Context: an optimization exercise on an open-source flow, tuned for small area, a short achievable clock period and few clock cycles per item. The choices shown serve that exercise and are no tape-out recipe. Power is estimated from default activity; no workload was simulated.

// v_tile
module v_tile #(
    parameter width = 16,
    parameter num_inputs = 4,
    parameter num_regs = 16,
    parameter total_inputs = num_inputs + num_inputs
) (
    input wire clk,
    input wire reset,
    input wire on_off,
    input wire write_en1,
    output wire write_rdy1,
    input wire [num_inputs*width-1:0] w_data_in1,
    output wire write_ack1,
    input wire write_en2,
    output wire write_rdy2,
    input wire [num_inputs*width-1:0] w_data_in2,
    output wire write_ack2,
    input wire write_en3,
    output wire write_rdy3,
    input wire [width-1:0] w_data_in3,
    output wire write_ack3,
    output wire [num_inputs*width-1:0] adder_outputs,
    output wire [3:0] dest_info,
    output wire adder_ack
);
    reg        val1, val2, val3;   
    reg        rdy1, rdy2, rdy3;
    reg [31:1] blk_carry;          
    always @(posedge clk) begin
        val1 <= ~reset & (val1 | (write_en1 & ~on_off));
        val2 <= ~reset & (val2 | (write_en2 & ~on_off));
        val3 <= ~reset & (val3 | (write_en3 & ~on_off));
        rdy1 <= reset | (~on_off & ~write_en1);
        rdy2 <= reset | (~on_off & ~write_en2);
        rdy3 <= reset | (~on_off & ~write_en3);
    end
    assign write_rdy1 = rdy1;
    assign write_rdy2 = rdy2;
    assign write_rdy3 = rdy3;
    assign write_ack1 = write_en1 & ~rdy1;
    assign write_ack2 = write_en2 & ~rdy2;
    assign write_ack3 = write_en3 & ~rdy3;
    wire [63:0] ca = w_data_in1 & {64{val1}};
    wire [63:0] cb = w_data_in2 & {64{val2}};
  ...
For scale: about 1200 cells after synthesis, ~37 flip-flops, roughly 230 I/O pins.
clock: 4.5 ns
lec_check: 0
cap_margin: 20
core_margin: 2
core_utilization: 40
slew_margin: 20
standard.sh (not shown) runs the stock make flow with config.mk's settings and CLKGATE_MAP_FILE= SYNTH_SCRIPT=/design/flow/synth_recipe.tcl, a recipe that flattens the netlist after the stock synthesis.
==> flow/flow/run.sh <==
#!/bin/bash
# The standard layout, with the ports buffered by the smallest buffer instead
# of the delay cell buffer_ports picks on its own, and without the full and
# half adder cells (ABC maps the adders to plain gates).
bash standard.sh "BUFFER_PORTS_ARGS=-buffer_cell sky130_fd_sc_hd__buf_1" ADDER_MAP_FILE= finish > standard.log 2>&1
Then changed:
==> flow/flow/run.sh (replaced) <==
#!/bin/bash
# The standard layout, with the ports buffered by the smallest buffer instead
# of the delay cell buffer_ports picks on its own.
bash standard.sh "BUFFER_PORTS_ARGS=-buffer_cell sky130_fd_sc_hd__buf_1" finish > standard.log 2>&1
=> The changed run completed without violations. Via count fell by 33%. Sequential power rose by 12%. Register-to-register slack is worse by 0.48 ns. Fmax fell by 11%. Area after synthesis fell by 19%. Cell area fell by 14%. Combinational power rose by about 1%. Die area fell by 18%.
No run of this note included a check of the RTL's function; only the layout flow was run.


== v8 ==
Another version of the RTL of v_tile (not shown whole).
Size in the first run: ~21 flip-flops, about 230 I/O pins.
Settings: LEC_CHECK=0, CAP_MARGIN=20, CORE_MARGIN=2, CORE_UTILIZATION=40, SLEW_MARGIN=20; clock period 4.5 ns.
==> flow/flow/run.sh <==
#!/bin/bash
# The standard layout, with the ports buffered by the smallest buffer instead
# of the delay cell buffer_ports picks on its own, the adders mapped by ABC
# to plain gates (no full/half adder cells), and ABC's area script.
bash standard.sh "BUFFER_PORTS_ARGS=-buffer_cell sky130_fd_sc_hd__buf_1" ADDER_MAP_FILE= ABC_AREA=1 finish > standard.log 2>&1
v8 completed end to end with timing, DRC and antenna clean.
Input changes introduced in v52 (baseline for comparison: v8):
==> flow/flow/run.sh <==
#!/bin/bash
# The standard layout, with the ports buffered by the smallest buffer instead
# of the delay cell buffer_ports picks on its own, the adders mapped by ABC
# to plain gates (no full/half adder cells), and ABC's area script.
bash standard.sh "BUFFER_PORTS_ARGS=-buffer_cell sky130_fd_sc_hd__buf_1" ADDER_MAP_FILE= ABC_AREA=1 SETUP_SLACK_MARGIN=1.5 finish > standard.log 2>&1
Results
- v52: all stages complete, timing, DRC and antenna checks passed
- v8 leaves less setup margin than v52.
- v52 gives more logic gate share of total power than v8 did.
- Summary of v52 over v8: path depth of the worst reg2reg path lost 2, met1 capacity usage during global routing picked up an extra 1.3 points.
Input-level comparison between v31 and v52:
==> flow/flow/run.sh <==
#!/bin/bash
# The standard layout, with the ports buffered by the smallest buffer instead
# of the delay cell buffer_ports picks on its own, the adders mapped by ABC
# to plain gates (no full/half adder cells), and ABC's area script.
bash standard.sh "BUFFER_PORTS_ARGS=-buffer_cell sky130_fd_sc_hd__buf_1" ADDER_MAP_FILE= ABC_AREA=1 SETUP_SLACK_MARGIN=2.0 finish > standard.log 2>&1
## What came out
Comparing v52 and v31, the higher cell area was measured on v31. Wire length per cell up 3.3 um in v31 wrt v52. Detailed-routing wirelength on met1 in v31 is about 20% above v52. Number of DRC markers after the initial detailed-route iteration (v52 / v31): 0.52. For v31, the launch point of the critical path was w_data_in1[48], unlike v52, where it was w_data_in1[44]. Measured against each other, v52 and v31 differ in hold slack, the higher figure coming from v31. Relative to v52, worst ir drop on vdd has increased by 24% in v31. On worst-skew pair later-pin latency, v52 tracks v31 almost exactly. v31 -> v52: part of the Yosys area used for sequential elements delta 0, exact match. Of v52 and v31, v31 shows the higher post-route core utilization, with v52 below it. v31 against v52: power share of the clock group down 5.2 points, leakage dissipation +59%.
No run of this note included a check of the RTL's function; only the layout flow was run.


v_tile, a different RTL version from the one above (not shown whole).
For scale: roughly 21 flip-flops, roughly 230 I/O pins, about 0.0050 mm2 of cells after synthesis.
Design v_tile, start of the top module:
module v_tile #(
    parameter width = 16,
    parameter num_inputs = 4,
    parameter num_regs = 16,
    parameter total_inputs = num_inputs + num_inputs
) (
    input wire clk,
    input wire reset,
    input wire on_off,
    input wire write_en1,
    output wire write_rdy1,
    input wire [num_inputs*width-1:0] w_data_in1,
    output wire write_ack1,
    input wire write_en2,
    output wire write_rdy2,
    input wire [num_inputs*width-1:0] w_data_in2,
    output wire write_ack2,
    input wire write_en3,
    output wire write_rdy3,
    input wire [width-1:0] w_data_in3,
    output wire write_ack3,
    output wire [num_inputs*width-1:0] adder_outputs,
    output wire [3:0] dest_info,
    output wire adder_ack
);
    reg        val1, val2, val3;   
    reg        rdy1, rdy2, rdy3;
    reg [15:1] blk_carry;          
    wire val1_nx = ~reset & (val1 | (write_en1 & ~on_off));
    wire val2_nx = ~reset & (val2 | (write_en2 & ~on_off));
    wire val3_nx = ~reset & (val3 | (write_en3 & ~on_off));
    always @(posedge clk) begin
        val1 <= val1_nx;
        val2 <= val2_nx;
        val3 <= val3_nx;
        rdy1 <= reset | (~on_off & ~write_en1);
        rdy2 <= reset | (~on_off & ~write_en2);
        rdy3 <= reset | (~on_off & ~write_en3);
    end
    assign write_rdy1 = rdy1;
    assign write_rdy2 = rdy2;
    assign write_rdy3 = rdy3;
    assign write_ack1 = write_en1 & ~rdy1;
    assign write_ack2 = write_en2 & ~rdy2;
    assign write_ack3 = write_en3 & ~rdy3;
    wire [63:0] ca = w_data_in1 & {64{val1}};
    wire [63:0] cb = w_data_in2 & {64{val2}};
    wire [5:0]  cc = w_data_in3[5:0] & {6{val3}};
  ...
clock: 4.5 ns
lec_check: 0
cap_margin: 20
core_margin: 2
core_utilization: 40
setup_slack_margin: 2.0
slew_margin: 20
run.sh (not shown) runs the stock make flow with config.mk's settings and CLKGATE_MAP_FILE= SYNTH_SCRIPT=/design/flow/synth_recipe.tcl, a recipe that flattens the netlist after the stock synthesis.
Stock flow here: none of the scripts above is used.
Next try:
==> flow/flow/run.sh (new file) <==
#!/bin/bash
# The standard layout, with the ports buffered by the smallest buffer instead
# of the delay cell buffer_ports picks on its own.
bash standard.sh "BUFFER_PORTS_ARGS=-buffer_cell sky130_fd_sc_hd__buf_1" finish > standard.log 2>&1
==> flow/standard.sh (new file) <==
#!/bin/bash
# synth_recipe.tcl (not shown) runs the flow's synth.tcl, then flattens the netlist and writes it again
# the make line also repeats each setting of config.mk as NAME=value (left out here)
make -C /OpenROAD-flow-scripts/flow DESIGN_CONFIG=/design/flow/config.mk WORK_HOME=/design/flow/orfs CLKGATE_MAP_FILE= SYNTH_SCRIPT=/design/flow/synth_recipe.tcl "${@:-finish}"
SETUP_SLACK_MARGIN = default   (was 2.0)
removed: flow/run.sh
Total power went down by well over a third.
Global-route usage fell by 11 points.
Wire length decreases by well over a third.
Maximum frequency shrinks by a little under a tenth.
Die area does not change.
No run of this note included a check of the RTL's function; only the layout flow was run.

-- port drivers added, routing unchanged --
How much do the figures lean on ideal ports? The routed layouts below were timed once more, with nothing changed but the port constraints.
Step 1 assumes that a clkbuf_16 drives the clock port and a buf_2 every other input.
Step 2 adds t to the input delays and takes it off the output delays; t is the mean of the earliest and latest rising clock arrival at the registers after step 1. Input paths then give back, and output paths get back, about the clock's delay inside the block.
Three values: ideal, step 1, step 2; two values: the first two.
| run | t, ns | slack for setup (ns) | hold slack, ns |
|---|---|---|---|
| the first run of note 1 | 0.343 | 1.055 / 1.012 / 0.789 | 0.644 / 0.644 / 0.644 |
| the second run of note 1 | 0.344 | 0.621 / 0.621 / 0.528 | 0.739 / 0.739 / 0.739 |
| v8 | 0.296 | 1.023 / 0.992 / 1.288 | 0.606 / 0.606 / 0.606 |
| v52 | 0.297 | 1.513 / 1.485 / 1.485 | 0.601 / 0.601 / 0.601 |
| v31 | 0.298 | 1.578 / 1.525 / 1.330 | 0.638 / 0.638 / 0.638 |
| the first run of note 3 | 0.295 | 1.263 / 1.258 / 0.962 | 0.796 / 0.796 / 0.796 |
| the second run of note 3 | 0.296 | 1.001 / 0.964 / 0.919 | 0.669 / 0.669 / 0.669 |
After both steps setup and hold are still met in every run listed. The setup slack of the first run of note 3, which loses most, moves by -0.005 ns with the drivers and by -0.301 ns with both steps.
